This design comes from an exercise in tuning for small area on the open sky130 flow, not from production work.
Where RTL was checked, it was by simulation tests only, not by an equivalence proof against the original.
The RTL of runs 1 to 4 was laid out without a check of its function.
Power figures rest on the tool's default switching activity, not on a simulated workload.

==> flow/design.v, too long to show whole: its modules and the start of the top module <==
// module ram_rc: 28 lines
// module dualram: 25 lines
// module mult11sx8s: 724 lines
// module mult8ux8s: 629 lines
// module mult12sx8u: 186 lines
// module adder12s: 395 lines
// module adder14rs: 536 lines
// module dctreg2x8xn: 69 lines
// module dctq_controller: 252 lines
// module dctqtop: 92 lines
module dctqtop(
 clk,
 reset_n,
 start,
 di,
 din_valid,
 wa,
 be,
 hold,
 ready,
 dctq,
 dctq_valid,
 addr
 ) ;
 input clk ;
 input reset_n ;
 input start ;
 input din_valid ;
 input hold ;
 input [63:0] di ;
 input [2:0] wa ;
 input [7:0] be ;
 output ready ;
 output [8:0] dctq ;
 output dctq_valid ;
 output [5:0] addr ;
 wire rnw ;
 wire encnt2 ;
 wire [5:0] cnt1_reg ;
 wire [2:0] cnt2_reg ;
 wire [2:0] cnt3_reg ;
 wire [5:0] cnt4_reg ;
 wire [63:0] col ;
 wire [39:0] u1 ;
 wire [2:0] ms1 ;
 wire [10:0] din_next ;
 wire [10:0] qr0, qr1, qr2, qr3, qr4, qr5, qr6, qr7 ;
 wire [47:0] u2 ;
 wire [2:0] ms2 ;
 wire [11:0] dct_next ;
 wire [8:0] dctq_next ;
 reg [39:0] u1_reg ;           
 reg [2:0] ms1_reg ;           
 reg [2:0] k1_reg ;            
 reg [14*11-1:0] din_pipe ;    
 reg [2:0] cnt3_d1, cnt3_d2 ;  
 reg [47:0] u2_reg ;           
 reg [2:0] ms2_reg ;           
 reg [2:0] k2_reg ;            
 reg [12*12-1:0] dct_pipe ;    
 reg [9*9-1:0] dctq_pipe ;     
 dualram dualram1 ( .clk(clk), .rnw(rnw), .be(be), .ra(cnt1_reg[2:0]),
  .wa(wa), .di(di), .din_valid(din_valid), .dout(col) ) ;
 adder12s first_a ( .x(col), .k(cnt1_reg[5:3]), .u(u1), .msum(ms1) ) ;
 always @ (posedge clk)
 begin
  u1_reg <= u1 ;
  ms1_reg <= ms1 ;
  k1_reg <= cnt1_reg[5:3] ;
 end
 mult8ux8s first_b ( .u(u1_reg), .msum(ms1_reg), .k(k1_reg), .din(din_next) ) ;
 always @ (posedge clk)
  din_pipe <= {din_pipe[13*11-1:0], din_next} ;
  // ...
==> flow/run.sh <==
#!/bin/bash
# synth_recipe.tcl (not shown) runs the flow's synth.tcl, then flattens the netlist and writes it again
# the make line also repeats each setting of config.mk as NAME=value (left out here)
make -C /OpenROAD-flow-scripts/flow DESIGN_CONFIG=/design/flow/config.mk WORK_HOME=/design/flow/orfs CLKGATE_MAP_FILE= SYNTH_SCRIPT=/design/flow/synth_recipe.tcl finish
==> flow/config.mk <==
export PLATFORM = sky130hd
export DESIGN_NAME = dctqtop
export DESIGN_NICKNAME = dctqtop
export VERILOG_FILES = /design/flow/design.v
export SDC_FILE = /design/flow/constraint.sdc
export NUM_CORES = 4
export LEC_CHECK = 0
export CAP_MARGIN = 20
export CORE_MARGIN = 2
export CORE_UTILIZATION = 65
export CTS_BUF_LIST = sky130_fd_sc_hd__clkbuf_4 sky130_fd_sc_hd__clkbuf_8
export SLEW_MARGIN = 20
==> flow/constraint.sdc <==
create_clock -name core_clock -period 8.0 [get_ports {clk}]
set_input_delay 1.6000 -clock core_clock [delete_from_list [all_inputs] [get_ports {clk}]]
set_output_delay 1.6000 -clock core_clock [all_outputs]
set_load 0.01 [all_outputs]
==> out/results.ini, run 1 <==
[outcome]
outcome=complete, no violations

[logic_synthesis]
yosysTopAreaCellShare_pct=41.8
synth_xor_area_share_pct=5.89
synth-compound-area-share_pct=7.43

[worst_setup_path]
rr_worst_depth=32
critPathCapture=dct_pipe[10]
worstPathMaxFanout=7
worstPathArrival_ns=8.57
crit_path_end_kind=flop

[routing]
wirelength_um=224000
highest_layer=met5
vias=51100
met1_length_um=86600
route.met3.wl_um=20800

[finish]
final_common_cell=edfxtp_1
reg_top3=dualram1.ram1.g_row.q x512, dualram1.ram2.g_row.q x512, din_pipe x154
postLayoutCellArea_um2=94600
multiInputCombCellCount=3399
n_antenna_cell=9
n_fill_cell=8841
multiInputGateArea_um2=34900

[flow_run]
drv_cap=0

[timing]
fin_crit_ns=7.69
rsz0062_at_grt=true
setup_violations=0

[clock_network]
cts_resized=0
clock-sinks=1709
cts-htree-levels=5

[floorplanning]
die_area_um2=134000

[power]
p_clk_uw=7460
top_power_group=sequential cells
ir_drop_mv=0.208

[place]
gp_congestion=0.963

[global_routing]
grt_busiest_layer=met2
grtUsageMet1_pct=46.7

[min_path]
hold_path_end=din_pipe[153]

==> inputs of run 2 (changes only) <==
--- a/flow/config.mk
+++ b/flow/config.mk
@@ -8,5 +8,5 @@
 export CAP_MARGIN = 20
 export CORE_MARGIN = 2
 export CORE_UTILIZATION = 65
-export CTS_BUF_LIST = sky130_fd_sc_hd__clkbuf_4 sky130_fd_sc_hd__clkbuf_8
+export CTS_BUF_LIST = sky130_fd_sc_hd__clkbuf_8
 export SLEW_MARGIN = 20
==> out/results.ini, run 2 <==
[outcome]
outcome=complete, no violations

[timing]
final_hold_viol_count=0
skew_ns=0.106
setup_ws_ns=0.333
fin_crit_ns=7.67  ; -0.0253 ns
maxSlewHeadroom_pct=14.5
fin_crit_sh_pct=95.8
setup_violations=0  ; unchanged
fmax_mhz=130
rsz0062_at_grt=true
worstMarginPinSlew_ns=1.28
maxSlewViolCount=0

[finish]
reg_top3=dualram1.ram1.g_row.q x512, dualram1.ram2.g_row.q x512, din_pipe x154
area_growth_syn_to_layout_pct=10.3
final_common_cell=edfxtp_1
final_cells=8401
nNetsFinal=7251
drive_above_1_share_pct=14.6
final_util_pct=72.0
most-common-layout-cells=1,189 x edfxtp_1, 767 x inv_1, 517 x fa_1
n_fill_cell=8911  ; +0.79%

[routing]
route.detailed.drc=0
wl_per_cell_um=26.6
drt-vias-per-instance=6.08
firstDrtPassIters=8
initialDrtViolationCount=6388
wirelength_um=224000  ; about the same
detail-route-antenna-nets=0
vias=51100  ; +0.041%

[global_routing]
grt.overflow.total=0
first_global_vias=51500
grt_first_pass_wirelength_um=331000
grt_max_degree=90
antenna_found_initial=22
grt_usage_pct=33.7

[logic_synthesis]
yosysTopAreaCellShare_pct=41.8  ; unchanged
synthesis.instances=6201
synthTopCellsByCount=1,189 x edfxtp_1, 688 x inv_1, 520 x fa_1
synth_nets=7007
ys.flop_type=edfxtp_1
yosysSeqAreaShare_pct=54.2
yosys_register_bits=1709
synth_area_leaders=edfxtp_1 42%, fa_1 12%, dfxtp_1 11%
async_reset_ff_share_pct=2.05
ys_warn_count=4
avgSynthCellArea_um2=13.8
post-synth-top-count-cell=edfxtp_1
netlist_area_um2=85500
ys_types=94
yosysTopAreaCell=edfxtp_1
synth_edf_count=1189

[worst_setup_path]
crit_path_end_kind=flop
path_delay_family=adder cells
worstPathArrival_ns=8.52  ; -0.05 ns
worstPathMaxFanout=7  ; unchanged
critPathMaxStageDelay_ns=0.57
rr_worst_depth=32  ; unchanged
critPathCapture=dct_pipe[10]
crit_cells=32
crit_slowest_cell=fa_1
path_class=reg -> reg
r2r_start=k2_reg[1]
r2r_slack_ns=0.33
path_buf_inv=3
critPathMostFrequentCell=fa_1
critPathRequiredTime_ns=8.85
reg2reg_to=dct_pipe[10]
crit_start=k2_reg[1]
cp-start-kind=flop

[place]
dp_hpwl_um=163000
dp_cells=7906
port_buffers=96
place_ws_ns=0.0808
gp_congestion=0.963  ; unchanged

[floorplanning]
die_h_um=367
core_area_um2=131000
start_util_pct=65.3
io-pin-count=97
die_area_um2=134000  ; unchanged
std_cell_rows=133
die_x_um=367

[clock_network]
clock-sinks=1709  ; unchanged
cts_tree=done
cts-htree-levels=5  ; unchanged
cts_buffers=280
postCtsHoldBufs=0
cts_max_path_buffers=4
path_clk_slew_ns=0.06
clockRootBuffer=clkbuf_8
clock_latency_ns=0.98

[power]
ir_drop_mv=0.208  ; -0.24%
leakage_uw=0.0363
power_per_cell_area_nw_per_um2=178
power_uw=16800

[min_path]
holdPathStages=0
min_from=din_pipe[125]
hp-class=reg -> reg

[flow_run]
drv_cap=0  ; unchanged

[run 2: cell counts after synthesis]
Identical to the previous run, type by type.
[run 2: final cells by class]
class / count / area, um2 / share of cell area, %
Antenna cell: 9 / 22.5 / 0.0239
Clock buffer: 309 / 4250 / 4.51
Clock inverter: 165 / 908 / 0.963
Inverter: 704 / 2650 / 2.81
Multi-Input combinational cell: 3399 / 34900 / 37.0
Sequential cell: 1709 / 46300 / 49.1
Tap cell: 1755 / 2200 / 2.33
Timing Repair Buffer: 350 / 3020 / 3.20
Timing Repair inverter: 1 / 5.00 / 0.00531
[run 2: worst min path at each step]
stage | to | slack, ns
finish | din_pipe[136] | 0.29
detailed placement | dct_pipe[100] | 0.31
floorplan | cnt3_d2[0] | 0.31
global placement | dctq_pipe[63] | 0.31
global route | din_pipe[133] | 0.29
CTS | din_pipe[133] | 0.28
[run 2: routing by layer]
metal / global-route usage [%] / wire length (um) / part of all wire [%]
met5: 0 / 37 / 0.017
met4: 14.5 / 10300 / 4.6
met3: 6.31 / 21100 / 9.4
met2: 52.9 / 105000 / 47
met1: 46.6 / 86900 / 39
[run 2: stage by stage]
step	cell area (um2)	hold slack, ns	TNS [ns]
4_1_cts	94000	0.285	0
2_1_floorplan	85600	0.310	-0.0876
3_3_place_gp	88900	0.310	0
3_5_place_dp	88900	0.312	0
5_1_grt	94300	0.286	-0.0328
6_report	94300	0.288	0
[run 2: kinds of logic after synthesis]
logic type | share of synthesized area, %
adder cells (fa/ha/maj) | 15.3
multiplexers | 7.24
buffers and inverters | 5.30
XOR/XNOR | 5.89
AO/OA/AOI/OAI | 7.43
flip-flops | 54.2
AND/OR/NAND/NOR | 4.69
[run 2: timing repair]
action,4_1_cts,5_1_grt
buffers inserted,0,9
setup endpoints to repair,0,8
resized for setup,0,45
[run 2: power by group]
group | internal (uW) | switching, uW | leakage (uW)
clock network | 3790 | 3290 | 0.00296
logic | 39.3 | 158 | 0.0181
registers | 9490 | 11.6 | 0.0152
==> inputs of run 3 (changes only) <==
--- a/flow/config.mk
+++ b/flow/config.mk
@@ -8,5 +8,6 @@
 export CAP_MARGIN = 20
 export CORE_MARGIN = 2
 export CORE_UTILIZATION = 65
-export CTS_BUF_LIST = sky130_fd_sc_hd__clkbuf_8
+export CTS_CLUSTER_DIAMETER = 80
+export CTS_CLUSTER_SIZE = 30
 export SLEW_MARGIN = 20
==> out/results.ini, run 3 <==
[outcome]
outcome=complete, no violations

[timing]
fin_crit_sh_pct=95.8  ; about the same
fin_crit_ns=7.66  ; -0.00616 ns
timing.hold.ws_ns=0.301  ; +0.0126 ns
worstMarginPinSlew_ns=1.24  ; -0.0396 ns
final_hold_viol_count=0  ; unchanged
fmax_mhz=131  ; about the same
setup_ws_ns=0.339  ; +0.00616 ns
maxSlewViolCount=0  ; unchanged
skew_ns=0.0702  ; -0.0356 ns
maxSlewHeadroom_pct=16.8  ; +2.3 points
setup_violations=0  ; unchanged

[clock_network]
path_clk_slew_ns=0.10  ; +0.04 ns
cts_max_path_buffers=3  ; -1
clockRootBuffer=clkbuf_16
postCtsHoldBufs=0  ; unchanged
cts_tree=done
clock-sinks=1709  ; unchanged
clock_latency_ns=0.74  ; -0.24 ns
cts-htree-levels=3  ; -2
cts_buffers=79  ; -72%

[finish]
final_common_cell=edfxtp_1
reg_top3=dualram1.ram1.g_row.q x512, dualram1.ram2.g_row.q x512, din_pipe x154
nNetsFinal=7049  ; -2.8%
area_growth_syn_to_layout_pct=7.33
postLayoutCellArea_um2=91800  ; -2.7%
drive_above_1_share_pct=11.6  ; -3.0 points
most-common-layout-cells=1,189 x edfxtp_1, 685 x inv_1, 517 x fa_1

[min_path]
hp-class=reg -> reg
holdPathStages=0  ; unchanged
hold_path_end=din_pipe[123]
min_from=din_pipe[112]

[place]
place_ws_ns=0.0808  ; unchanged
dp_hpwl_um=163000  ; unchanged
gp_congestion=0.963  ; unchanged
postPlaceCellArea_um2=88900  ; unchanged
port_buffers=96  ; unchanged

[worst_setup_path]
critPathRequiredTime_ns=8.63  ; -0.22 ns
reg2reg_to=dct_pipe[10]
crit_path_end_kind=flop
cp-start-kind=flop
critPathMaxStageDelay_ns=0.57  ; about the same
r2r_start=k2_reg[1]
worstPathMaxFanout=7  ; unchanged
worstPathArrival_ns=8.29  ; -0.23 ns
critPathMostFrequentCell=fa_1
r2r_slack_ns=0.34  ; about the same
path_class=reg -> reg
crit_slowest_cell=fa_1
rr_worst_depth=32  ; unchanged

[global_routing]
first_global_vias=49600  ; -3.7%
grt.overflow.total=0  ; unchanged
grt_use_met2_pct=52.9  ; -0.069 points
grt_max_degree=90  ; unchanged
grt_busiest_layer=met2
grt_util_met3_pct=5.42  ; -0.90 points
antenna_found_initial=18  ; -18%
grt_first_pass_wirelength_um=325000  ; -1.8%
grtUsageMet1_pct=46.3  ; -0.33 points
grt_usage_pct=33.1  ; -0.58 points

[logic_synthesis]
synth_fa_ha_area_share_pct=15.3  ; unchanged
synth_area_leaders=edfxtp_1 42%, fa_1 12%, dfxtp_1 11%
yosys.area_share.simple_pct=4.69  ; unchanged
async_reset_ff_share_pct=2.05  ; unchanged
synth_edf_count=1189  ; unchanged
netlist_area_um2=85500  ; unchanged
synth_top_family_by_area=adder cells
synthMuxAreaShare_pct=7.24  ; unchanged
avgSynthCellArea_um2=13.8  ; unchanged
ys_types=94  ; unchanged
ys.flop_type=edfxtp_1
synthesis.instances=6201  ; unchanged
synth-compound-area-share_pct=7.43  ; unchanged
ys_warn_count=4  ; unchanged
yosysSeqAreaShare_pct=54.2  ; unchanged
synthTopCellsByCount=1,189 x edfxtp_1, 688 x inv_1, 520 x fa_1
yosys_register_bits=1709  ; unchanged
synth_nets=7007  ; unchanged
yosysTopAreaCell=edfxtp_1
yosysTopAreaCellShare_pct=41.8  ; unchanged
post-synth-top-count-cell=edfxtp_1
synth_xor_area_share_pct=5.89  ; unchanged

[routing]
drt-vias-per-instance=6.17  ; +1.4%
detail-route-antenna-nets=0  ; unchanged
route.detailed.drc=0  ; unchanged
wirelength_um=220000  ; -1.7%
vias=49700  ; -2.7%
wl_per_cell_um=27.3  ; +2.5%
initialDrtViolationCount=6183  ; -3.2%
firstDrtPassIters=6  ; -2

[power]
switchingPower_uw=3010  ; -13%
leakage_uw=0.0346  ; -4.6%
ir_drop_mv=0.189  ; -9.2%
clock_power_share_pct=33.8  ; -8.4 points
power_per_cell_area_nw_per_um2=159  ; -10%
internal_power_uw=11600  ; -13%
switching_share_pct=20.6  ; -0.035 points
seqPwrFrac_pct=64.8  ; +8.2 points
comb_power_share_pct=1.3  ; about the same

[floorplanning]
die_h_um=367  ; unchanged
std_cell_rows=133  ; unchanged
core_area_um2=131000  ; unchanged
die_area_um2=134000  ; unchanged
start_util_pct=65.3  ; unchanged
die_x_um=367  ; unchanged
io-pin-count=97  ; unchanged

[flow_run]
drv_cap=0  ; unchanged

-- run 3: cell counts after synthesis --
No cell type changed its count.
-- run 3: worst max-delay path: cells and delay by family (launching register included) --
kind                       cells  cell delay, ns
DFF                            1            0.38
AOI/OAI and AO/OA             13            1.71
and+or+nand+nor                3            0.46
adders and majority gates     11            4.67
xor gates and xnor gates       2            0.24
buffers and inverters          3            0.15
-- run 3: stage by stage --
step / setup TNS (ns) / std cells / power [uW] / utilization, %
after CTS: 0 / 8038 / 14700 / 69.9
final: 0 / 8056 / 14600 / 70.1
after detailed placement: 0 / 7906 / 9880 / 67.9
after global routing: -0.00953 / 8050 / 15000 / 70.0
after global placement: 0 / 7905 / 9870 / 67.8
after floorplan: -0.0876 / 6201 / 9700 / -
-- run 3: per-layer routing --
metal  share of wire (%)  vias up
met5               0.019        -
met4                 4.4        6
met1                  39    25200
li1                    -    21700
met3                 9.1      369
met2                  48     2426
-- run 3: kinds of logic (layout without fill, tap and decap cells) --
logic type               after synthesis  in the layout
XOR/XNOR                             573            573
AO/OA/AOI/OAI                        893            893
multiplexers                         357            357
flip-flops                          1709           1709
AND/OR/NAND/NOR                      841            841
adder cells (fa/ha/maj)              735            735
buffers and inverters               1093           1186
other                                  0              7
-- run 3: power groups by stage --
stage | sequential (uW) | clock [uW] | combinational [uW]
6_report | 9490 | 4950 | 196
5_1_grt | 9490 | 5300 | 202
4_1_cts | 9490 | 5020 | 193
3_5_place_dp | 9690 | 0 | 193
3_3_place_gp | 9690 | 0 | 187
2_1_floorplan | 9680 | 0 | 21.4
-- run 3: layout make-up --
| cell class | instances | area (um2) |
|---|---|---|
| Clock buffer | 94 | 2090 |
| Tap cell | 1755 | 2200 |
| Timing Repair inverter | 1 | 5.00 |
| Multi-Input combinational cell | 3399 | 34900 |
| Inverter | 704 | 2650 |
| Sequential cell | 1709 | 46300 |
| Antenna cell | 7 | 17.5 |
| Timing Repair Buffer | 349 | 3000 |
| Fill cell | 9148 | 39200 |
| Clock inverter | 38 | 568 |
-- run 3: worst max path at each step --
stage | startpoint | to | slack, ns
4_1_cts | k1_reg[1] | din_pipe[10] | 0.08
3_5_place_dp | k2_reg[0] | dct_pipe[10] | 0.08
2_1_floorplan | k2_reg[1] | dct_pipe[10] | -0.09
3_3_place_gp | k2_reg[0] | dct_pipe[10] | 0.16
5_1_grt | k2_reg[1] | dct_pipe[10] | -0.01
6_report | k2_reg[1] | dct_pipe[10] | 0.34
-- run 3: what timing repair did --
| action | in CTS | in global routing |
|---|---|---|
| buffers inserted | 0 | 8 |
| setup endpoints to repair | 0 | 8 |
| resized for setup | 0 | 42 |
==> inputs of run 4 (changes only) <==
--- a/flow/config.mk
+++ b/flow/config.mk
@@ -8,6 +8,6 @@
 export CAP_MARGIN = 20
 export CORE_MARGIN = 2
 export CORE_UTILIZATION = 65
-export CTS_CLUSTER_DIAMETER = 80
-export CTS_CLUSTER_SIZE = 30
+export CTS_CLUSTER_DIAMETER = 60
+export CTS_CLUSTER_SIZE = 25
 export SLEW_MARGIN = 20
==> out/results.ini, run 4 <==
[outcome]
outcome=complete, no violations

[clock_network]
cts_tree=done
cts-htree-levels=3  ; unchanged
cts_buffers=106  ; +34%
cts_max_path_buffers=3  ; unchanged
clockRootBuffer=clkbuf_16
postCtsHoldBufs=0  ; unchanged
clock_latency_ns=0.79  ; +0.05 ns
path_clk_slew_ns=0.09  ; about the same
clock-sinks=1709  ; unchanged

[logic_synthesis]
avgSynthCellArea_um2=13.8  ; unchanged
yosys_register_bits=1709  ; unchanged
synth_area_leaders=edfxtp_1 42%, fa_1 12%, dfxtp_1 11%
ys_warn_count=4  ; unchanged
synth_edf_count=1189  ; unchanged
post-synth-top-count-cell=edfxtp_1
synthTopCellsByCount=1,189 x edfxtp_1, 688 x inv_1, 520 x fa_1
netlist_area_um2=85500  ; unchanged
yosysTopAreaCell=edfxtp_1
ys_types=94  ; unchanged
async_reset_ff_share_pct=2.05  ; unchanged
yosysSeqAreaShare_pct=54.2  ; unchanged
yosysTopAreaCellShare_pct=41.8  ; unchanged
synth_nets=7007  ; unchanged
synthesis.instances=6201  ; unchanged
ys.flop_type=edfxtp_1

[finish]
most-common-layout-cells=1,189 x edfxtp_1, 685 x inv_1, 517 x fa_1
nNetsFinal=7081  ; +0.45%
drive_above_1_share_pct=12.6  ; +0.99 points
final_cells=8125  ; +0.86%
final_util_pct=71.0  ; +0.96 points
reg_top3=dualram1.ram1.g_row.q x512, dualram1.ram2.g_row.q x512, din_pipe x154
area_growth_syn_to_layout_pct=8.80
final_common_cell=edfxtp_1
postLayoutCellArea_um2=93000  ; +1.4%
n_fill_cell=8977  ; -1.9%

[worst_setup_path]
r2r_slack_ns=0.23  ; -0.11 ns
r2r_start=k2_reg[1]
crit_slowest_cell=fa_1
cp-start-kind=flop
crit_path_end_kind=flop
critPathRequiredTime_ns=8.67  ; +0.04 ns
critPathMaxStageDelay_ns=0.57  ; about the same
worstPathMaxFanout=7  ; unchanged
path_class=reg -> reg
crit_start=k2_reg[1]
reg2reg_to=dct_pipe[10]
worstPathArrival_ns=8.44  ; +0.15 ns
rr_worst_depth=32  ; unchanged
critPathMostFrequentCell=fa_1

[place]
dp_hpwl_um=163000  ; unchanged
gp_congestion=0.963  ; unchanged
dp_cells=7906  ; unchanged
postPlaceCellArea_um2=88900  ; unchanged
port_buffers=96  ; unchanged

[power]
clock_power_share_pct=38.7  ; +4.9 points
power_per_cell_area_nw_per_um2=170  ; +6.4%
comb_power_share_pct=1.2  ; about the same
leakage_uw=0.0352  ; +1.7%
switchingPower_uw=3400  ; +13%
seqPwrFrac_pct=60.1  ; -4.7 points
switching_share_pct=21.5  ; +0.93 points
internal_power_uw=12400  ; +6.6%
ir_drop_mv=0.256  ; +35%

[timing]
fmax_mhz=129  ; -1.4%
setup_violations=0  ; unchanged
timing.hold.ws_ns=0.322  ; +0.0217 ns
skew_ns=0.103  ; +0.0330 ns
final_hold_viol_count=0  ; unchanged
worstMarginPinSlew_ns=1.26  ; +0.0204 ns
tns_ns=0  ; unchanged
rsz0062_at_grt=true
maxSlewViolCount=0  ; unchanged
maxSlewHeadroom_pct=15.8  ; -1.1 points
fin_crit_ns=7.77  ; +0.110 ns
fin_crit_sh_pct=97.1  ; +1.4 points

[global_routing]
antenna_found_initial=17  ; -1
grt.overflow.total=0  ; unchanged
grt_first_pass_wirelength_um=327000  ; +0.82%
first_global_vias=50200  ; +1.3%
grt_max_degree=90  ; unchanged
grt_usage_pct=33.3  ; +0.24 points

[routing]
vias=50100  ; +0.76%
route.detailed.drc=0  ; unchanged
wirelength_um=222000  ; +0.84%
firstDrtPassIters=9  ; +3
detail-route-antenna-nets=0  ; unchanged
drt-vias-per-instance=6.16  ; about the same
initialDrtViolationCount=6102  ; -1.3%
wl_per_cell_um=27.3  ; about the same

[floorplanning]
die_x_um=367  ; unchanged
io-pin-count=97  ; unchanged
std_cell_rows=133  ; unchanged
start_util_pct=65.3  ; unchanged
core_area_um2=131000  ; unchanged
die_area_um2=134000  ; unchanged
die_h_um=367  ; unchanged

[flow_run]
drv_cap=0  ; unchanged

[min_path]
hp-class=reg -> reg
holdPathStages=0  ; unchanged
hold_path_end=din_pipe[93]
min_from=din_pipe[82]

## run 4: stage by stage
step / setup slack (ns) / power [uW]
floorplan: -0.0876 / 9700
global placement: 0.165 / 9870
detailed placement: 0.0808 / 9880
CTS: 0.0403 / 15900
global route: -0.0936 / 16200
finish: 0.229 / 15800
## run 4: kinds of logic (layout without fill, tap and decap cells)
logic type	after synthesis	after routing	synth area share [%]
compound gates	893	893	7.43
xor+xnor	573	573	5.89
fa+ha+maj	735	735	15.3
buf+inv	1093	1254	5.30
flops	1709	1709	54.2
mux	357	357	7.24
other cells	0	8	0
simple gates	841	841	4.69
## run 4: what timing repair did
item	4_1_cts	5_1_grt
resized for setup	0	46
setup buffers	0	13
endpoints found under the setup margin	0	8
## run 4: final cells by class
type                    instances  area, um2  share of cell area [%]
diodes                          8       20.0                  0.0215
clock buffers                 116       2740                    2.95
clock inverters                79       1110                    1.20
inverters                     704       2650                    2.85
multi-input cells            3399      34900                    37.5
flip-flops and latches       1709      46300                    49.8
well taps                    1755       2200                    2.36
repair buffers                354       3040                    3.27
repair inverters                1       5.00                 0.00538
## run 4: per-layer routing
| layer | wire length [um] | track usage, % | up-vias | part of all wire, % |
|---|---|---|---|---|
| li1 | - | - | 21800 | - |
| met1 | 85700 | 46.4 | 25400 | 39 |
| met2 | 105000 | 53.0 | 2496 | 47 |
| met3 | 20500 | 5.58 | 419 | 9.3 |
| met4 | 10600 | 13.5 | 8 | 4.8 |
| met5 | 60 | 0 | - | 0.027 |
## run 4: worst max-delay path: cells and delay by family, from the launching register on
kind            cells  cell delay, ns
xor+xnor            2            0.25
flops               1            0.39
compound gates     13            1.81
buf+inv             3            0.15
fa+ha+maj          11            4.69
simple gates        3            0.47
## run 4: worst max-delay path by stage
stage               slack [ns]           end  cells after the start
floorplan                -0.09  dct_pipe[10]                     37
global route             -0.09  dct_pipe[10]                     33
global placement          0.16  dct_pipe[10]                     31
finish                    0.23  dct_pipe[10]                     32
CTS                       0.04  dct_pipe[10]                     32
detailed placement        0.08  dct_pipe[10]                     31
## run 4: power by group through the flow
stage	Clock, uW	Sequential, uW	Combinational, uW
after floorplan	0	9680	21.4
after global placement	0	9690	187
after detailed placement	0	9690	193
after CTS	6180	9490	193
after global routing	6490	9490	202
final	6100	9490	196
==> module ram_rc, before the edit <==
module ram_rc(
 clk,
 we,
 be,
 ra,
 wa,
 di,
 dout
 ) ;
 input clk ;
 input we ;              
 input [7:0] be ;        
 input [2:0] ra, wa ;    
 input [63:0] di ;
 output [63:0] dout ;    
 genvar r, b ;
 generate
  for (r = 0; r < 8; r = r + 1) begin : g_row
   reg [63:0] q ;
   for (b = 0; b < 8; b = b + 1) begin : g_byte
    always @ (posedge clk)
     if (we && (wa == r) && be[b])
      q[8*b +: 8] <= di[8*b +: 8] ;
   end
   assign dout[63-8*r -: 8] = q[63-8*ra -: 8] ;
  end
 endgenerate
endmodule
==> module dualram, before the edit <==
module dualram(
 clk,
 rnw,
 be,
 ra,
 wa,
 di,
 din_valid,
 dout
 ) ;
 input clk ;
 input rnw ;             
 input din_valid ;
 input [7:0] be ;
 input [2:0] ra, wa ;
 input [63:0] di ;
 output [63:0] dout ;
 wire [63:0] do1 ;
 wire [63:0] do2 ;
 ram_rc ram1 ( .clk(clk), .we(din_valid & rnw), .be(be), .ra(ra), .wa(wa),
  .di(di), .dout(do1) ) ;
 ram_rc ram2 ( .clk(clk), .we(din_valid & ~rnw), .be(be), .ra(ra), .wa(wa),
  .di(di), .dout(do2) ) ;
 assign dout = rnw ? do2 : do1 ;
endmodule
==> module dctq_controller, before the edit <==
module dctq_controller(
clk,  
 reset_n, 
 start, 
 hold, 
 ready, 
 rnw, 
 dctq_valid, 
 encnt2, 
 cnt1_reg, 
cnt2_reg, 
cnt3_reg, 
 cnt4_reg, 
 addr 
 ); 
 input clk ; 
input reset_n ; 
input start ; 
input hold ; 
output ready ; 
output rnw ; 
output dctq_valid ; 
output encnt2 ; 
output [5:0] cnt1_reg ; 
output [2:0] cnt2_reg ; 
output [2:0] cnt3_reg ; 
output [5:0] cnt4_reg ; 
output [5:0] addr ; 
reg ready ; 
reg rnw ; 
reg dctq_valid ; 
reg dctq_valid_prev ; 
reg start_reg1 ; 
reg cnt_0 ; 
reg [5:0] cnt1_reg ; 
reg [2:0] cnt2_reg ; 
reg [2:0] cnt3_reg ; 
reg [5:0] cnt4_reg ; 
reg [5:0] addr ; 
reg encnt1 ; 
reg encnt2 ; 
reg encnt3 ; 
reg encnt4 ; 
reg encnt5 ; 
wire start_next1 ; 
wire encnt1_next ; 
wire discnt1_next; 
wire swrnw1 ; 
wire swrnw2 ; 
wire swon_ready ; 
wire [5:0] cnt1_next ; 
wire [2:0] cnt2_next ; 
wire [2:0] cnt3_next ; 
wire [5:0] cnt4_next ; 
wire [5:0] cnt5_next ;
assign cnt1_next = cnt1_reg + 1 ;  
assign cnt2_next = cnt2_reg + 1 ; 
assign cnt3_next = cnt3_reg + 1 ; 
assign cnt4_next = cnt4_reg + 1 ; 
assign cnt5_next = addr + 1 ; 
assign encnt1_next = ((start_reg1 == 1'b1)&&(cnt1_reg == 0)) ? 1'b1 : 1'b0 ; 
assign discnt1_next = ((start_reg1 == 1'b0)&&(cnt1_reg == 6'd63)) ? 1'b1:1'b0 ;
always @ (posedge clk or negedge reset_n) 
begin  
 if (reset_n == 1'b0) 
 encnt1 <= 1'b0 ; 
 else if (hold == 1'b1) 
 encnt1 <= encnt1 ; 
 else if (encnt1_next == 1'b1) 
 encnt1 <= 1'b1 ; 
else if (discnt1_next == 1'b1) 
 encnt1 <= 1'b0 ; 
else 
 encnt1 <= encnt1 ; 
 end 
 always @ (posedge clk or negedge reset_n) 
begin  
 if (reset_n == 1'b0) 
 encnt2 <= 1'b0 ; 
 else if (hold == 1'b1) 
 encnt2 <= encnt2 ; 
 else if (discnt1_next == 1'b1) 
 encnt2 <= 1'b0 ; 
 else if (cnt1_reg == 6'd14) 
 encnt2 <= 1'b1 ; 
 else 
 encnt2 <= encnt2 ; 
end 
always @ (posedge clk or negedge reset_n) 
begin  
 if (reset_n == 1'b0) 
 encnt3 <= 1'b0 ; 
 else if (hold == 1'b1) 
 encnt3 <= encnt3 ; 
 else if (discnt1_next == 1'b1 ) 
 encnt3 <= 1'b0 ; 
 else if (cnt1_reg == 6'd20) 
 encnt3 <= 1'b1 ; 
 else
 encnt3 <= encnt3 ; 
 end
 always @ (posedge clk or negedge reset_n) 
begin  
 if (reset_n == 1'b0) 
 encnt4 <= 1'b0 ; 
 else if (hold == 1'b1) 
 encnt4 <= encnt4 ; 
 else if (discnt1_next == 1'b1) 
 encnt4 <= 1'b0 ; 
 else if (cnt1_reg == 6'd35) 
 encnt4 <= 1'b1 ; 
 else 
 encnt4 <= encnt4 ; 
end 
always @ (posedge clk or negedge reset_n) 
begin  
 if (reset_n == 1'b0) 
 encnt5 <= 1'b0 ; 
 else if (hold == 1'b1) 
 encnt5 <= encnt5 ; 
 else if (discnt1_next == 1'b1) 
 encnt5 <= 1'b0 ; 
 else if (cnt1_reg == 6'd44) 
 encnt5 <= 1'b1 ; 
 else 
 encnt5 <= encnt5 ; 
end
always @ (posedge clk or negedge reset_n) 
begin  
 if (reset_n == 1'b0) 
 cnt1_reg <= 6'd00 ; 
 else if (hold == 1'b1) 
 cnt1_reg <= cnt1_reg ; 
 else if (encnt1 == 1'b1) 
 cnt1_reg <= cnt1_next ; 
 else 
 cnt1_reg <= cnt1_reg ; 
end 
always @ (posedge clk or negedge reset_n) 
begin
 if (reset_n == 1'b0) 
 cnt2_reg <= 6'd00 ; 
 else if (hold == 1'b1) 
 cnt2_reg <= cnt2_reg ; 
 else if (encnt2 == 1'b1) 
 cnt2_reg <= cnt2_next ; 
 else 
 cnt2_reg <= cnt2_reg ; 
end 
always @ (posedge clk or negedge reset_n) 
begin  
 if (reset_n == 1'b0) 
 cnt3_reg <= 6'd00 ; 
else if (hold == 1'b1) 
 cnt3_reg <= cnt3_reg ; 
else if (encnt3 == 1'b1) 
 cnt3_reg <= cnt3_next ; 
else 
 cnt3_reg <= cnt3_reg ; 
end 
always @ (posedge clk or negedge reset_n) 
begin  
 if (reset_n == 1'b0) 
 cnt4_reg <= 6'd00 ; 
 else if (hold == 1'b1) 
 cnt4_reg <= cnt4_reg ; 
 else if (encnt4 == 1'b1) 
 cnt4_reg <= cnt4_next ; 
 else 
 cnt4_reg <= cnt4_reg ; 
end 
always @ (posedge clk or negedge reset_n) 
begin  
 if (reset_n == 1'b0) 
 addr <= 6'd00 ; 
 else if (hold == 1'b1) 
 addr <= addr ; 
 else if (encnt5 == 1'b1) 
 addr <= cnt5_next ; 
 else 
 addr <= addr ; 
end 
assign swrnw1 = ((start_reg1 == 1'b1)&&(cnt1_reg == 0)&&(cnt_0 == 1'b1)) 
? 1'b1 : 1'b0 ; 
assign swrnw2 = ((start_reg1 == 1'b1)&&(cnt1_reg == 63)) ?1'b1 : 1'b0 ; 
always @ (posedge clk or negedge reset_n) 
begin 
 if (reset_n == 1'b0) 
 begin 
 cnt_0 <= 1'b1 ; 
 rnw <= 1'b1 ; 
 end 
 else if (hold == 1'b1) 
 rnw <= rnw ; 
 else if (swrnw1) 
 begin 
 cnt_0 <= 1'b0 ; 
 rnw <= !rnw ;  
 end 
 else if (swrnw2) 
 rnw <= !rnw ;  
 else 
 rnw <= rnw ; 
end
assign swon_ready = ((start_reg1 == 1'b1)&&(cnt1_reg ==6'd01)) ? 1'b1 : 1'b0 ; 
always @ (posedge clk or negedge reset_n) 
begin 
 if (reset_n == 1'b0) 
 ready <= 1'b1; 
 else if (hold == 1'b1) 
 ready <= ready ; 
 else if (swon_ready) 
 ready <= 1'b1; 
 else 
 ready <= !start_reg1 ; 
end 
always @ (posedge clk or negedge reset_n) 
begin 
 if (reset_n == 1'b0) 
 begin 
 dctq_valid_prev <= 1'b0 ; 
 dctq_valid <= 1'b0 ; 
 end 
 else if (hold == 1'b1)  
 begin
 dctq_valid <= 1'b0 ;  
 end 
 else if (cnt1_reg == 6'd44)  
 begin 
 dctq_valid <= 1'b1 ; 
 dctq_valid_prev <= 1'b1 ; 
 end 
 else if (hold == 1'b0) 
 dctq_valid <= dctq_valid_prev ; 
 else 
 dctq_valid <= dctq_valid ; 
end 
assign start_next1 = (start == 1'b1)&&(cnt1_reg == 0) ; 
always @ (posedge clk or negedge reset_n) 
begin 
if (reset_n == 1'b0) 
 start_reg1 <= 1'b0 ; 
else if (hold == 1'b1) 
 start_reg1 <= start_reg1 ; 
else if (start_next1) 
 start_reg1 <= 1'b1 ; 
else if ((start == 1'b0)&&(cnt1_reg == 6'd62)) 
 start_reg1 <= 1'b0 ; 
else 
 start_reg1 <= start_reg1 ; 
end 
endmodule
==> module dctqtop, before the edit <==
module dctqtop(
 clk,
 reset_n,
 start,
 di,
 din_valid,
 wa,
 be,
 hold,
 ready,
 dctq,
 dctq_valid,
 addr
 ) ;
 input clk ;
 input reset_n ;
 input start ;
 input din_valid ;
 input hold ;
 input [63:0] di ;
 input [2:0] wa ;
 input [7:0] be ;
 output ready ;
 output [8:0] dctq ;
 output dctq_valid ;
 output [5:0] addr ;
 wire rnw ;
 wire encnt2 ;
 wire [5:0] cnt1_reg ;
 wire [2:0] cnt2_reg ;
 wire [2:0] cnt3_reg ;
 wire [5:0] cnt4_reg ;
 wire [63:0] col ;
 wire [39:0] u1 ;
 wire [2:0] ms1 ;
 wire [10:0] din_next ;
 wire [10:0] qr0, qr1, qr2, qr3, qr4, qr5, qr6, qr7 ;
 wire [47:0] u2 ;
 wire [2:0] ms2 ;
 wire [11:0] dct_next ;
 wire [8:0] dctq_next ;
 reg [39:0] u1_reg ;           
 reg [2:0] ms1_reg ;           
 reg [2:0] k1_reg ;            
 reg [14*11-1:0] din_pipe ;    
 reg [2:0] cnt3_d1, cnt3_d2 ;  
 reg [47:0] u2_reg ;           
 reg [2:0] ms2_reg ;           
 reg [2:0] k2_reg ;            
 reg [12*12-1:0] dct_pipe ;    
 reg [9*9-1:0] dctq_pipe ;     
 dualram dualram1 ( .clk(clk), .rnw(rnw), .be(be), .ra(cnt1_reg[2:0]),
  .wa(wa), .di(di), .din_valid(din_valid), .dout(col) ) ;
 adder12s first_a ( .x(col), .k(cnt1_reg[5:3]), .u(u1), .msum(ms1) ) ;
 always @ (posedge clk)
 begin
  u1_reg <= u1 ;
  ms1_reg <= ms1 ;
  k1_reg <= cnt1_reg[5:3] ;
 end
 mult8ux8s first_b ( .u(u1_reg), .msum(ms1_reg), .k(k1_reg), .din(din_next) ) ;
 always @ (posedge clk)
  din_pipe <= {din_pipe[13*11-1:0], din_next} ;
 dctreg2x8xn #(11) dctreg1 ( .clk(clk), .din(din_pipe[14*11-1 -: 11]),
  .wa(cnt2_reg), .enreg(encnt2),
  .qr0(qr0), .qr1(qr1), .qr2(qr2), .qr3(qr3),
  .qr4(qr4), .qr5(qr5), .qr6(qr6), .qr7(qr7) ) ;
 always @ (posedge clk)
 begin
  cnt3_d1 <= cnt3_reg ;
  cnt3_d2 <= cnt3_d1 ;
 end
 adder14rs second_a ( .q({qr0, qr1, qr2, qr3, qr4, qr5, qr6, qr7}),
  .k(cnt3_d2), .u(u2), .msum(ms2) ) ;
 always @ (posedge clk)
 begin
  u2_reg <= u2 ;
  ms2_reg <= ms2 ;
  k2_reg <= cnt3_d2 ;
 end
 mult11sx8s second_b ( .u(u2_reg), .msum(ms2_reg), .k(k2_reg), .dct(dct_next) ) ;
 always @ (posedge clk)
  dct_pipe <= {dct_pipe[11*12-1:0], dct_next} ;
 mult12sx8u quant ( .dct(dct_pipe[12*12-1 -: 12]), .a(cnt4_reg), .dctq(dctq_next) ) ;
 always @ (posedge clk)
  dctq_pipe <= {dctq_pipe[8*9-1:0], dctq_next} ;
 assign dctq = dctq_pipe[9*9-1 -: 9] ;
 dctq_controller dctq_control1 ( .clk(clk), .reset_n(reset_n), .start(start),
  .hold(hold), .ready(ready), .rnw(rnw), .dctq_valid(dctq_valid),
  .encnt2(encnt2), .cnt1_reg(cnt1_reg), .cnt2_reg(cnt2_reg),
  .cnt3_reg(cnt3_reg), .cnt4_reg(cnt4_reg), .addr(addr) ) ;
endmodule
==> inputs of run 5 (changes only) <==
--- a/flow/design.v
+++ b/flow/design.v
@@ -2,27 +2,26 @@
  clk,
  we,
  be,
- ra,
  wa,
  di,
- dout
+ q
  ) ;
  input clk ;
  input we ;              
  input [7:0] be ;        
- input [2:0] ra, wa ;    
+ input [2:0] wa ;        
  input [63:0] di ;
- output [63:0] dout ;    
+ output [511:0] q ;      
  genvar r, b ;
  generate
   for (r = 0; r < 8; r = r + 1) begin : g_row
-   reg [63:0] q ;
+   reg [63:0] row ;
    for (b = 0; b < 8; b = b + 1) begin : g_byte
     always @ (posedge clk)
      if (we && (wa == r) && be[b])
-      q[8*b +: 8] <= di[8*b +: 8] ;
+      row[8*b +: 8] <= di[8*b +: 8] ;
    end
-   assign dout[63-8*r -: 8] = q[63-8*ra -: 8] ;
+   assign q[511-64*r -: 64] = row ;
   end
  endgenerate
 endmodule
@@ -30,7 +29,7 @@
  clk,
  rnw,
  be,
- ra,
+ sel,
  wa,
  di,
  din_valid,
@@ -40,16 +39,29 @@
  input rnw ;             
  input din_valid ;
  input [7:0] be ;
- input [2:0] ra, wa ;
+ input [15:0] sel ;
+ input [2:0] wa ;
  input [63:0] di ;
- output [63:0] dout ;
- wire [63:0] do1 ;
- wire [63:0] do2 ;
- ram_rc ram1 ( .clk(clk), .we(din_valid & rnw), .be(be), .ra(ra), .wa(wa),
-  .di(di), .dout(do1) ) ;
- ram_rc ram2 ( .clk(clk), .we(din_valid & ~rnw), .be(be), .ra(ra), .wa(wa),
-  .di(di), .dout(do2) ) ;
- assign dout = rnw ? do2 : do1 ;
+ output [63:0] dout ;    
+ wire [511:0] q1 ;
+ wire [511:0] q2 ;
+ ram_rc ram1 ( .clk(clk), .we(din_valid & rnw), .be(be), .wa(wa),
+  .di(di), .q(q1) ) ;
+ ram_rc ram2 ( .clk(clk), .we(din_valid & ~rnw), .be(be), .wa(wa),
+  .di(di), .q(q2) ) ;
+ genvar r, b, c ;
+ generate
+  for (r = 0; r < 8; r = r + 1) begin : g_row
+   for (b = 0; b < 8; b = b + 1) begin : g_bit
+    wire [15:0] cand ;
+    for (c = 0; c < 8; c = c + 1) begin : g_col
+     assign cand[c] = q1[511-64*r-8*c-7+b] ;
+     assign cand[8+c] = q2[511-64*r-8*c-7+b] ;
+    end
+    assign dout[63-8*r-7+b] = |(cand & sel) ;
+   end
+  end
+ endgenerate
 endmodule
 module mult11sx8s(u, msum, k, dct) ;
  input [47:0] u ;
@@ -2603,7 +2615,8 @@
 cnt2_reg, 
 cnt3_reg, 
  cnt4_reg, 
- addr 
+ addr, 
+ rsel 
  ); 
  input clk ; 
 input reset_n ; 
@@ -2618,6 +2631,10 @@
 output [2:0] cnt3_reg ; 
 output [5:0] cnt4_reg ; 
 output [5:0] addr ; 
+output [15:0] rsel ;  
+reg [15:0] rsel ; 
+wire [5:0] cnt1_n ; 
+wire rnw_n ; 
 reg ready ; 
 reg rnw ; 
 reg dctq_valid ; 
@@ -2794,6 +2811,15 @@
  else 
  rnw <= rnw ; 
 end
+assign cnt1_n = (hold == 1'b0 && encnt1 == 1'b1) ? cnt1_next : cnt1_reg ;
+assign rnw_n = (hold == 1'b0 && (swrnw1 || swrnw2)) ? !rnw : rnw ;
+always @ (posedge clk or negedge reset_n) 
+begin 
+ if (reset_n == 1'b0) 
+ rsel <= 16'h0100 ; 
+ else 
+ rsel <= 16'h0001 << {rnw_n, cnt1_n[2:0]} ; 
+end 
 assign swon_ready = ((start_reg1 == 1'b1)&&(cnt1_reg ==6'd01)) ? 1'b1 : 1'b0 ; 
 always @ (posedge clk or negedge reset_n) 
 begin 
@@ -2875,6 +2901,7 @@
  wire [2:0] cnt3_reg ;
  wire [5:0] cnt4_reg ;
  wire [63:0] col ;
+ wire [15:0] rsel ;
  wire [39:0] u1 ;
  wire [2:0] ms1 ;
  wire [10:0] din_next ;
@@ -2893,7 +2920,7 @@
  reg [2:0] k2_reg ;            
  reg [12*12-1:0] dct_pipe ;    
  reg [9*9-1:0] dctq_pipe ;     
- dualram dualram1 ( .clk(clk), .rnw(rnw), .be(be), .ra(cnt1_reg[2:0]),
+ dualram dualram1 ( .clk(clk), .rnw(rnw), .be(be), .sel(rsel),
   .wa(wa), .di(di), .din_valid(din_valid), .dout(col) ) ;
  adder12s first_a ( .x(col), .k(cnt1_reg[5:3]), .u(u1), .msum(ms1) ) ;
  always @ (posedge clk)
@@ -2932,5 +2959,6 @@
  dctq_controller dctq_control1 ( .clk(clk), .reset_n(reset_n), .start(start),
   .hold(hold), .ready(ready), .rnw(rnw), .dctq_valid(dctq_valid),
   .encnt2(encnt2), .cnt1_reg(cnt1_reg), .cnt2_reg(cnt2_reg),
-  .cnt3_reg(cnt3_reg), .cnt4_reg(cnt4_reg), .addr(addr) ) ;
+  .cnt3_reg(cnt3_reg), .cnt4_reg(cnt4_reg), .addr(addr),
+  .rsel(rsel) ) ;
 endmodule
--- a/flow/config.mk
+++ b/flow/config.mk
@@ -8,6 +8,7 @@
 export CAP_MARGIN = 20
 export CORE_MARGIN = 2
 export CORE_UTILIZATION = 65
-export CTS_CLUSTER_DIAMETER = 60
-export CTS_CLUSTER_SIZE = 25
+export CTS_CLUSTER_DIAMETER = 80
+export CTS_CLUSTER_SIZE = 30
+export GPL_TIMING_DRIVEN = 0
 export SLEW_MARGIN = 20
==> out/results.ini, run 5 <==
[outcome]
outcome=failed layout checks
so.violations=negative setup slack

[global_routing]
first_global_vias=54100  ; +7.7%
grt_max_degree=60  ; -33%
grt.overflow.total=0  ; unchanged
grt_first_pass_wirelength_um=373000  ; +14%
antenna_found_initial=4  ; -13
grt_usage_pct=40.4  ; +7.1 points

[power]
power_per_cell_area_nw_per_um2=163  ; -3.9%
ir_drop_mv=0.282  ; +10%
leakage_uw=0.0344  ; -2.3%

[min_path]
min_from=dct_pipe[95]
hp-class=reg -> reg

[timing]
fmax_mhz=123  ; -4.4%
skew_ns=0.0880  ; -0.0152 ns
rsz0062_at_grt=true
worstMarginPinSlew_ns=1.33  ; +0.0706 ns
fin_crit_ns=8.13  ; +0.359 ns
setup_violations=3  ; +3
setup_ws_ns=-0.130  ; -0.359 ns
final_hold_viol_count=0  ; unchanged
maxSlewViolCount=0  ; unchanged
fin_crit_sh_pct=102  ; +4.5 points
maxSlewHeadroom_pct=11.1  ; -4.7 points

[clock_network]
path_clk_slew_ns=0.11  ; +0.02 ns
clock-sinks=1725  ; +0.94%
clockRootBuffer=clkbuf_16
postCtsHoldBufs=0  ; unchanged
cts_max_path_buffers=3  ; unchanged
cts_tree=done
cts-htree-levels=3  ; unchanged
cts_buffers=75  ; -29%
clock_latency_ns=0.80  ; about the same

[routing]
detail-route-antenna-nets=0  ; unchanged
initialDrtViolationCount=7724  ; +27%
route.detailed.drc=0  ; unchanged
drt-vias-per-instance=6.63  ; +7.5%
firstDrtPassIters=9  ; unchanged
vias=54100  ; +8.0%
wl_per_cell_um=32.1  ; +18%
wirelength_um=262000  ; +18%

[logic_synthesis]
ys.flop_type=edfxtp_1
synthTopCellsByCount=1,189 x edfxtp_1, 681 x inv_1, 526 x a22oi_1
synth_area_leaders=edfxtp_1 43%, fa_1 13%, dfxtp_1 12%
synth_edf_count=1189  ; unchanged
ys_warn_count=4  ; unchanged
netlist_area_um2=82700  ; -3.2%
avgSynthCellArea_um2=13.3  ; -3.4%
yosysTopAreaCell=edfxtp_1
synth_nets=7016  ; +0.13%
async_reset_ff_share_pct=2.96  ; +0.91 points
synthesis.instances=6212  ; +0.18%
yosys_register_bits=1725  ; +0.94%
yosysSeqAreaShare_pct=56.5  ; +2.3 points
ys_types=87  ; -7.4%
yosysTopAreaCellShare_pct=43.2  ; +1.4 points
post-synth-top-count-cell=edfxtp_1

[floorplanning]
io-pin-count=97  ; unchanged
die_x_um=361  ; -1.6%
start_util_pct=65.7  ; +0.42 points
std_cell_rows=130  ; -2.3%
die_area_um2=130000  ; -3.2%
die_h_um=361  ; -1.6%
core_area_um2=126000  ; -3.9%

[finish]
final_common_cell=edfxtp_1
final_util_pct=71.3  ; +0.26 points
seq_area_um2=46700  ; +0.86%
n_fill_cell=8600  ; -4.2%
most-common-layout-cells=1,189 x edfxtp_1, 673 x inv_1, 515 x a22oi_1
postLayoutCellArea_um2=89700  ; -3.5%
area_growth_syn_to_layout_pct=8.49
multiInputGateArea_um2=32300  ; -7.5%
reg_top3=dualram1.ram1.g_row.row x512, dualram1.ram2.g_row.row x512, din_pipe x154
nNetsFinal=7260  ; +2.5%
drive_above_1_share_pct=8.68  ; -3.9 points

[worst_setup_path]
critPathMaxStageDelay_ns=0.53  ; -0.04 ns
critPathRequiredTime_ns=8.64  ; -0.03 ns
worstPathMaxFanout=10  ; +3
path_class=reg -> reg
cp-start-kind=flop
r2r_slack_ns=-0.13  ; -0.36 ns
crit_start=k2_reg[1]
r2r_start=k2_reg[1]
worstPathArrival_ns=8.77  ; +0.33 ns
crit_slowest_cell=fa_1
crit_path_end_kind=flop
critPathMostFrequentCell=fa_1

[flow_run]
drv_cap=0  ; unchanged

[place]
port_buffers=96  ; unchanged
dp_hpwl_um=185000  ; +14%
gp_congestion=1.04  ; +7.7%
postPlaceCellArea_um2=85900  ; -3.3%

-- run 5: cell types whose count changed after synthesis, sizes merged, moves of 35 or more --
cell / previous run / this run
nand2: 333 / 223
o22ai: 45 / 8
a221oi: 50 / 167
a22oi: 345 / 526
a22o: 0 / 167
mux2: 75 / 6
nand4: 6 / 57
nand3: 27 / 62
mux4: 195 / 4
mux2i: 87 / 18
-- run 5: cell type report --
type | instances | share of cell area, %
Clock inverter | 25 | 0.572
Buffer | 379 | 2.14
Tap cell | 1650 | 2.30
Antenna cell | 7 | 0.0195
Timing Repair Buffer | 183 | 1.79
Multi-Input combinational cell | 3402 | 36.0
Sequential cell | 1725 | 52.1
Clock buffer | 97 | 2.19
Inverter | 690 | 2.92
-- run 5: timing repair --
action	CTS	global route
pin swaps	28	59
endpoints found under the setup margin	23	18
gates resized for setup	165	133
buffers inserted	51	35
hold endpoints to repair	0	0
-- run 5: per-stage QoR --
| stage | power (uW) | worst slack, ns | TNS, ns | hold WS [ns] | instances |
|---|---|---|---|---|---|
| after floorplan | 9790 | -0.0483 | -0.0483 | 0.310 | 6212 |
| after global placement | 10000 | -1.66 | -16.37 | 0.310 | 7958 |
| after detailed placement | 10000 | -1.66 | -16.89 | 0.312 | 7962 |
| after CTS | 14600 | -0.249 | -0.355 | 0.304 | 8126 |
| after global routing | 14900 | -0.381 | -1.10 | 0.305 | 8151 |
| final | 14600 | -0.130 | -0.204 | 0.308 | 8158 |
-- run 5: report_power, final --
group	internal, uW	switching [uW]
clock network	1910	2890
logic	38.2	224
registers	9560	13.3
total	11500	3130
-- run 5: cells by family after synthesis --
kind of cell / count (synthesis) / share of synthesized area [%]
AOI/OAI and AO/OA: 1215 / 11.0
xor gates and xnor gates: 575 / 6.09
adders and majority gates: 734 / 15.8
buffers and inverters: 1085 / 5.18
DFF: 1725 / 56.5
muxes: 28 / 0.408
and+or+nand+nor: 850 / 5.08
-- run 5: worst max-delay path, delay by kind of cell, from the launching register on --
family,cells,cell delay (ns)
adder cells (fa/ha/maj),11,4.73
AO/OA/AOI/OAI,10,1.80
buffers and inverters,7,0.71
flip-flops,1,0.38
AND/OR/NAND/NOR,3,0.22
XOR/XNOR,1,0.20
-- run 5: final timing paths --
kind,endpoint,depth (start not counted)
max in group asynchronous,dctq_control1.rsel[8],2
min,dct_pipe[107],0
min reg2reg,dct_pipe[107],0
max,dct_pipe[10],32
max reg2reg,dct_pipe[10],32
min in group asynchronous,dctq_control1.dctq_valid,1
-- run 5: metal layers --
layer | share of wire (%) | track usage, % | up-vias
met5 | 0.0057 | 0 | -
met3 | 13 | 10.8 | 998
met2 | 45 | 63.0 | 4177
met1 | 34 | 50.8 | 26600
li1 | - | - | 22300
met4 | 7.9 | 25.0 | 4
==> inputs of run 6 (changes only) <==
--- a/flow/config.mk
+++ b/flow/config.mk
@@ -10,5 +10,4 @@
 export CORE_UTILIZATION = 65
 export CTS_CLUSTER_DIAMETER = 80
 export CTS_CLUSTER_SIZE = 30
-export GPL_TIMING_DRIVEN = 0
 export SLEW_MARGIN = 20
==> out/results.ini, run 6 <==
[logic_synthesis]
synthMuxAreaShare_pct=0.408  ; unchanged
yosysTopAreaCellShare_pct=43.2  ; unchanged
async_reset_ff_share_pct=2.96  ; unchanged
synth-compound-area-share_pct=11.0  ; unchanged
yosysSeqAreaShare_pct=56.5  ; unchanged
netlist_area_um2=82700  ; unchanged
ys.flop_type=edfxtp_1
ys_warn_count=4  ; unchanged
post-synth-top-count-cell=edfxtp_1
synth_top_family_by_area=adder cells
synth_area_leaders=edfxtp_1 43%, fa_1 13%, dfxtp_1 12%
yosysTopAreaCell=edfxtp_1
synth_xor_area_share_pct=6.09  ; unchanged
yosys.area_share.simple_pct=5.08  ; unchanged
ys_types=87  ; unchanged
yosys_register_bits=1725  ; unchanged
synth_nets=7016  ; unchanged
synthesis.instances=6212  ; unchanged
synthTopCellsByCount=1,189 x edfxtp_1, 681 x inv_1, 526 x a22oi_1
avgSynthCellArea_um2=13.3  ; unchanged
synth_fa_ha_area_share_pct=15.8  ; unchanged
synth_edf_count=1189  ; unchanged

[worst_setup_path]
critPathMaxStageDelay_ns=0.56  ; +0.03 ns
cp-start-kind=flop
crit_slowest_cell=fa_1
crit_path_end_kind=flop
worstPathArrival_ns=8.43  ; -0.34 ns
worstPathMaxFanout=7  ; -3
critPathRequiredTime_ns=8.60  ; -0.04 ns
path_buf_inv=3  ; -4
crit_cells=30  ; -6.3%
critPathMostFrequentCell=fa_1
rr_worst_depth=30  ; -6.3%
path_delay_family=adder cells
path_class=reg -> reg

[finish]
multiInputGateArea_um2=32000  ; -1.0%
drive_above_1_share_pct=8.58  ; -0.094 points
n_fill_cell=8680  ; +0.93%
seq_area_um2=46700  ; about the same
nNetsFinal=7102  ; -2.2%
final_util_pct=70.9  ; -0.40 points
most-common-layout-cells=1,189 x edfxtp_1, 677 x inv_1, 521 x a22oi_1
area_growth_syn_to_layout_pct=7.89
reg_top3=dualram1.ram1.g_row.row x512, dualram1.ram2.g_row.row x512, din_pipe x154
final_common_cell=edfxtp_1

[place]
gp_congestion=0.965  ; -6.9%
port_buffers=96  ; unchanged
dp_hpwl_um=171000  ; -8.0%

[clock_network]
clock_latency_ns=0.76  ; -0.04 ns
clock-sinks=1725  ; unchanged
path_clk_slew_ns=0.11  ; about the same
cts-htree-levels=3  ; unchanged
cts_buffers=76  ; +1.3%
cts_max_path_buffers=3  ; unchanged
clockRootBuffer=clkbuf_16
cts_tree=done

[power]
leakage_uw=0.0342  ; -0.44%
seqPwrFrac_pct=65.0  ; -0.4 points
switchingPower_uw=3140  ; +0.34%
clock_power_share_pct=32.8  ; about the same
switching_share_pct=21.3  ; -0.057 points
ir_drop_mv=0.193  ; -32%
power_per_cell_area_nw_per_um2=165  ; +1.2%
internal_power_uw=11600  ; +0.68%
comb_power_share_pct=2.2  ; +0.4 points

[global_routing]
grt_first_pass_wirelength_um=362000  ; -3.1%
first_global_vias=52900  ; -2.2%
grt_usage_pct=38.8  ; -1.6 points
grt.overflow.total=0  ; unchanged
antenna_found_initial=18  ; +14
grt_max_degree=70  ; +17%

[timing]
final_hold_viol_count=0  ; unchanged
tns_ns=0  ; +0.204 ns
maxSlewHeadroom_pct=6.64  ; -4.4 points
rsz0062_at_grt=true
maxSlewViolCount=0  ; unchanged
worstMarginPinSlew_ns=1.40  ; +0.0622 ns
fin_crit_sh_pct=97.9  ; -3.7 points
setup_violations=0  ; -3
fin_crit_ns=7.83  ; -0.298 ns
skew_ns=0.0654  ; -0.0227 ns
fmax_mhz=128  ; +3.8%

[routing]
met1_length_um=88200  ; -1.5%
drt-vias-per-instance=6.60  ; -0.39%
initialDrtViolationCount=7279  ; -5.8%
firstDrtPassIters=9  ; unchanged
vias=52900  ; -2.2%
route.detailed.drc=0  ; unchanged
wirelength_um=251000  ; -4.2%
wl_per_cell_um=31.3  ; -2.5%
route.met3.wl_um=29800  ; -11%
highest_layer=met5
dr_wl_met2_um=114000  ; -3.3%
detail-route-antenna-nets=0  ; unchanged

[floorplanning]
die_area_um2=130000  ; unchanged
die_x_um=361  ; unchanged
start_util_pct=65.7  ; unchanged
core_area_um2=126000  ; unchanged
std_cell_rows=130  ; unchanged
die_h_um=361  ; unchanged
io-pin-count=97  ; unchanged

[min_path]
holdPathStages=0  ; unchanged
hp-class=reg -> reg

[outcome]
outcome=complete, no violations

[flow_run]
drv_cap=0  ; unchanged

==> run 6: cell count changes in the layout (fill, tap and decap cells not counted), moves of 10 or more <==
| cell | before | now |
|---|---|---|
| buf_1 | 58 | 0 |
| buf_2 | 64 | 6 |
| dfrtp_1 | 47 | 31 |
| a21oi_1 | 76 | 87 |
| clkbuf_4 | 17 | 0 |
| clkbuf_1 | 152 | 21 |
| buf_6 | 12 | 1 |
| clkdlybuf4s50_1 | 79 | 89 |
| buf_4 | 101 | 299 |
| dfrtp_2 | 0 | 16 |
| clkbuf_2 | 88 | 1 |
==> run 6: timing repair <==
item | 4_1_cts | 5_1_grt
gates cloned | 0 | 1
hold buffers | 0 | 0
setup endpoints to repair | 2 | 10
gates resized for setup | 1 | 51
pin swaps | 0 | 8
setup buffers | 0 | 27
==> run 6: logic make-up after synthesis <==
logic type | count (synthesis)
flops | 1725
compound gates | 1215
buf+inv | 1085
simple gates | 850
fa+ha+maj | 734
xor+xnor | 575
mux | 28
==> run 6: metal layers <==
metal | global-route usage [%] | up-vias
li1 | - | 22000
met1 | 50.5 | 26300
met2 | 60.9 | 3752
met3 | 8.27 | 886
met4 | 22.3 | 6
met5 | 0 | -
==> run 6: cell type report <==
class | instances | share of cell area, %
sequential | 1725 | 52.4
multi-input combinational | 3402 | 35.8
timing repair buffer | 402 | 3.70
inverter | 690 | 2.92
tap | 1650 | 2.31
clock buffer | 99 | 2.26
clock inverter | 32 | 0.569
antenna | 11 | 0.0308
timing repair inverter | 1 | 0.00561
==> run 6: per-stage QoR <==
stage	worst slack, ns	cell area [um2]	hold WS, ns	std cells	power, uW
2_1_floorplan	-0.0483	82900	0.310	6212	9790
3_3_place_gp	0.0405	86300	0.310	7842	10100
3_5_place_dp	-0.0285	86300	0.312	7842	10100
4_1_cts	0.0128	88800	0.321	7973	14700
5_1_grt	-0.0674	89200	0.328	8002	15000
6_report	0.168	89200	0.312	8012	14700
==> run 6: final timing paths <==
kind | start | end | slack [ns]
setup / recovery | k2_reg[1] | dct_pipe[10] | 0.17
hold / removal | din_pipe[121] | din_pipe[132] | 0.31
setup reg to reg | k2_reg[1] | dct_pipe[10] | 0.17
hold reg to reg | din_pipe[121] | din_pipe[132] | 0.31
max in group asynchronous | reset_n | dctq_control1.rsel[6] | 6.37
min in group asynchronous | reset_n | dctq_control1.addr[4] | 1.02
==> run 6: power by group through the flow <==
stage          logic (uW)  registers [uW]  clock network, uW
3_5_place_dp          301            9770                  0
2_1_floorplan        21.7            9770                  0
5_1_grt               307            9570               5140
4_1_cts               301            9570               4830
3_3_place_gp          298            9770                  0
6_report              328            9570               4820

-- port drivers added, routing unchanged --
In the flow no input, the clock included, has a driving cell. The finished layouts below were timed again as built, in two steps.
Step 1 assumes that a clkbuf_16 drives the clock port and a buf_2 every other input.
Step 2 also shifts input and output timing later by t, the mid clock arrival at the registers, as if the neighbouring blocks saw the same clock.
Three values: no drivers, after step 1, after step 2; two values: the first two.
| run | shift t [ns] | setup slack, ns | hold slack, ns |
|---|---|---|---|
| run 1 | 1.018 | 0.308 / 0.308 / 0.308 | 0.289 / 0.289 / 0.289 |
| run 2 | 1.000 | 0.333 / 0.333 / 0.333 | 0.288 / 0.288 / 0.288 |
| run 3 | 0.780 | 0.339 / 0.339 / 0.339 | 0.301 / 0.301 / 0.301 |
| run 4 | 0.821 | 0.229 / 0.229 / 0.229 | 0.322 / 0.322 / 0.322 |
| run 5 | 0.829 | -0.130 / -0.130 / -0.130 | 0.308 / 0.308 / 0.308 |
| run 6 | 0.798 | 0.168 / 0.168 / 0.168 | 0.312 / 0.312 / 0.312 |
